This design comes from an exercise in tuning for small area on the open sky130 flow, not from production work. The clock input has no modelled driver; a real chip could not lean on it and would need a root buffer or a full tree. Power figures rest on the tool's default switching activity, not on a simulated workload.

Setup of red:
Design seg_595_dynamic, start of the top module:
module seg_595_dynamic
(
    input wire sys_clk,
    input wire sys_rst_n,
    input wire [13:0] data,
    input wire [3:0] point,
    input wire seg_en,
    input wire sign,
    output wire stcp,
    output wire shcp,
    output wire ds,
    output wire oe
);
seg_dynamic seg_dynamic_inst
(
    .sys_clk(sys_clk),
    .sys_rst_n(sys_rst_n),
    .data(data),
    .point(point),
    .seg_en(seg_en),
    .sign(sign),
    .stcp(stcp),
    .shcp(shcp),
    .ds(ds)
);
assign oe = ~sys_rst_n;
endmodule
For scale: roughly 260 cells after synthesis, ~52 flip-flops, about 26 I/O pins, roughly 2600 um^2 of cells after synthesis.
clock: 10.0 ns
lec_check: 0
cap_margin: 20
core_margin: 2
core_utilization: 60
slew_margin: 20
standard.sh (not shown) runs the stock make flow with config.mk's settings and CLKGATE_MAP_FILE= SYNTH_SCRIPT=/design/flow/synth_recipe.tcl, a recipe that flattens the netlist after the stock synthesis.
==> flow/flow/run.sh <==
#!/bin/bash
set -euo pipefail
export BUFFER_PORTS_ARGS="-buffer_cell sky130_fd_sc_hd__buf_1"
export CLK_GROUPS=3
export CLK_GROUP_CELL=sky130_fd_sc_hd__clkbuf_8
export PRE_CTS_TCL="$(pwd)/flow/clk_groups.tcl"
bash standard.sh > standard_flow.log 2>&1
==> flow/flow/clk_groups.tcl <==
# Sourced before CTS: the clock tree becomes a few clock buffers driven
# straight from the clock port, each feeding one group of nearby registers.
# CLK_GROUPS (number of groups) and CLK_GROUP_CELL (buffer) come from run.sh.
rename clock_tree_synthesis __std_clock_tree_synthesis
proc clock_tree_synthesis { args } {
  set k $::env(CLK_GROUPS)
  set cell $::env(CLK_GROUP_CELL)
  set block [ord::get_db_block]
  set net [$block findNet sys_clk]
  set sinks {}
  foreach it [$net getITerms] {
    set inst [$it getInst]
    set loc [$inst getLocation]
    lappend sinks [list [lindex $loc 0] [lindex $loc 1] [$inst getName] [[$it getMTerm] getName]]
  }
  set n [llength $sinks]
  # groups: k stripes by x, or a 2x2 grid for k = 4
  set groups {}
  if { $k == 4 } {
    set byx [lsort -integer -index 0 $sinks]
    set half [expr {$n / 2}]
    foreach part [list [lrange $byx 0 [expr {$half - 1}]] [lrange $byx $half end]] {
      set byy [lsort -integer -index 1 $part]
      set h2 [expr {[llength $byy] / 2}]
      lappend groups [lrange $byy 0 [expr {$h2 - 1}]] [lrange $byy $h2 end]
    }
  } else {
    set byx [lsort -integer -index 0 $sinks]
    for {set g 0} {$g < $k} {incr g} {
      set lo [expr {$g * $n / $k}]
      set hi [expr {($g + 1) * $n / $k - 1}]
      lappend groups [lrange $byx $lo $hi]
    }
  }
  set g 0
  foreach grp $groups {
    set sx 0; set sy 0; set pins {}
    foreach s $grp {
      set sx [expr {$sx + [lindex $s 0]}]
      set sy [expr {$sy + [lindex $s 1]}]
      lappend pins [get_pins "[lindex $s 2]/[lindex $s 3]"]
    }
    set m [llength $grp]
    set x [expr {$sx / $m / 1000.0}]
    set y [expr {$sy / $m / 1000.0}]
    puts "clk_groups: group $g of $m registers, $cell at $x $y"
    insert_buffer -buffer_cell $cell -net sys_clk -load_pins $pins \
      -location [list $x $y] -buffer_name clkbuf_g$g -net_name clknet_g$g
    incr g
  }
  set_propagated_clock [all_clocks]
}
[inputs] blue vs red
-- flow/flow/run.sh --
<<< red, line 7
>>> blue, line 7
export POST_RESIZE_TCL="$(pwd)/flow/downsize.tcl"
export POST_FLOORPLAN_TCL="$(pwd)/flow/restructure.tcl"
==> flow/flow/downsize.tcl (new file) <==
# Sourced after the placement resizing step: every logic gate that synthesis
# mapped to a stronger drive is set to the smallest-area cell of its family,
# as the design has several ns of setup slack. Later repair steps may size up again.
set saved 0.0
foreach inst [[ord::get_db_block] getInsts] {
  set master [$inst getMaster]
  set name [$master getName]
  if { ![regexp {^(sky130_fd_sc_hd__)([a-z0-9]+)_([0-9]+)$} $name -> pre fam drive] } { continue }
  if { [regexp {^(df|sdf|edf|dl|buf|clk|inv|conb|tap|fill|decap|diode)} $fam] } { continue }
  set best $name
  set best_area [expr {[$master getWidth] * [$master getHeight]}]
  foreach lc [get_lib_cells ${pre}${fam}_*] {
    set cname [get_name $lc]
    if { ![regexp "^${pre}${fam}_\[0-9\]+\$" $cname] } { continue }
    set barred 0
    foreach pat $::env(DONT_USE_CELLS) { if { [string match $pat $cname] } { set barred 1 } }
    if { $barred } { continue }
    set m [[ord::get_db] findMaster $cname]
    if { $m eq "NULL" } { continue }
    set ar [expr {[$m getWidth] * [$m getHeight]}]
    if { $ar < $best_area } { set best $cname; set best_area $ar }
  }
  if { $best ne $name } {
    set saved [expr {$saved + ([$master getWidth] * [$master getHeight] - $best_area) / 1e6}]
    replace_cell [$inst getName] $best
  }
}
puts "downsize: saved [format %.2f $saved] um2"
==> flow/flow/restructure.tcl (new file) <==
# Sourced after floorplanning: the combinational logic is re-mapped for area
# (OpenROAD's restructure); registers and their names are left as they are.
set lib [lindex $::env(LIB_FILES) 0]
set wd [file join $::env(WORK_HOME) rmp_work]
file mkdir $wd
restructure -liberty_file $lib -target area -abc_logfile [file join $wd abc.log] \
  -tielo_port {sky130_fd_sc_hd__conb_1 LO} -tiehi_port {sky130_fd_sc_hd__conb_1 HI} -work_dir $wd
## What came out
blue finished every stage and its layout cleared the timing, design-rule and antenna checks.
Delta (blue minus red): relative area change from synthesis to final layout now sits lower, post-layout instance area now sits lower, reg-to-reg setup timing slack now sits lower, routed length on met2 now sits lower.
Number of nets in the synthesized netlist came out exactly the same in blue and red.
blue gives more share of the cycle needed by the critical path after routing than red did.
Between blue and red, the difference in final hold slack is negligible.
From red to blue the numbers moved as follows: total combinational power increased by 33% relative to the old numbers; routed wire length now sits lower.
Function was not checked in any run of this note: the RTL went through the layout flow alone. No run of this note takes its clock network from TritonCTS; it comes from the design's own scripts or RTL.

afterwards: timing with drivers on the ports:
In the flow no input, the clock included, has a driving cell. The finished layouts below were timed again as built, in two steps. Step 1 assumes that a clkbuf_16 drives the clock port and a buf_2 every other input. Step 2 moves the port delays by t, midway between the first and last clock arrival at a register: inputs arrive t later, outputs are due t later. That takes back most of the time a late clock gives input paths. a / b / c = no drivers / after step 1 / after step 2; a / b = the first two.
run | shift t [ns] | setup WS [ns] | worst register clock-pin slew, ns
red | 0.201 | 5.395 / 5.372 / 5.372 | 0.11 / 0.11
blue | 0.198 | 5.334 / 5.312 / 5.312 | 0.11 / 0.11
After both steps setup and hold are still met in every run listed. The setup slack of red, which loses most, moves by -0.023 ns with the drivers and by -0.023 ns with both steps.
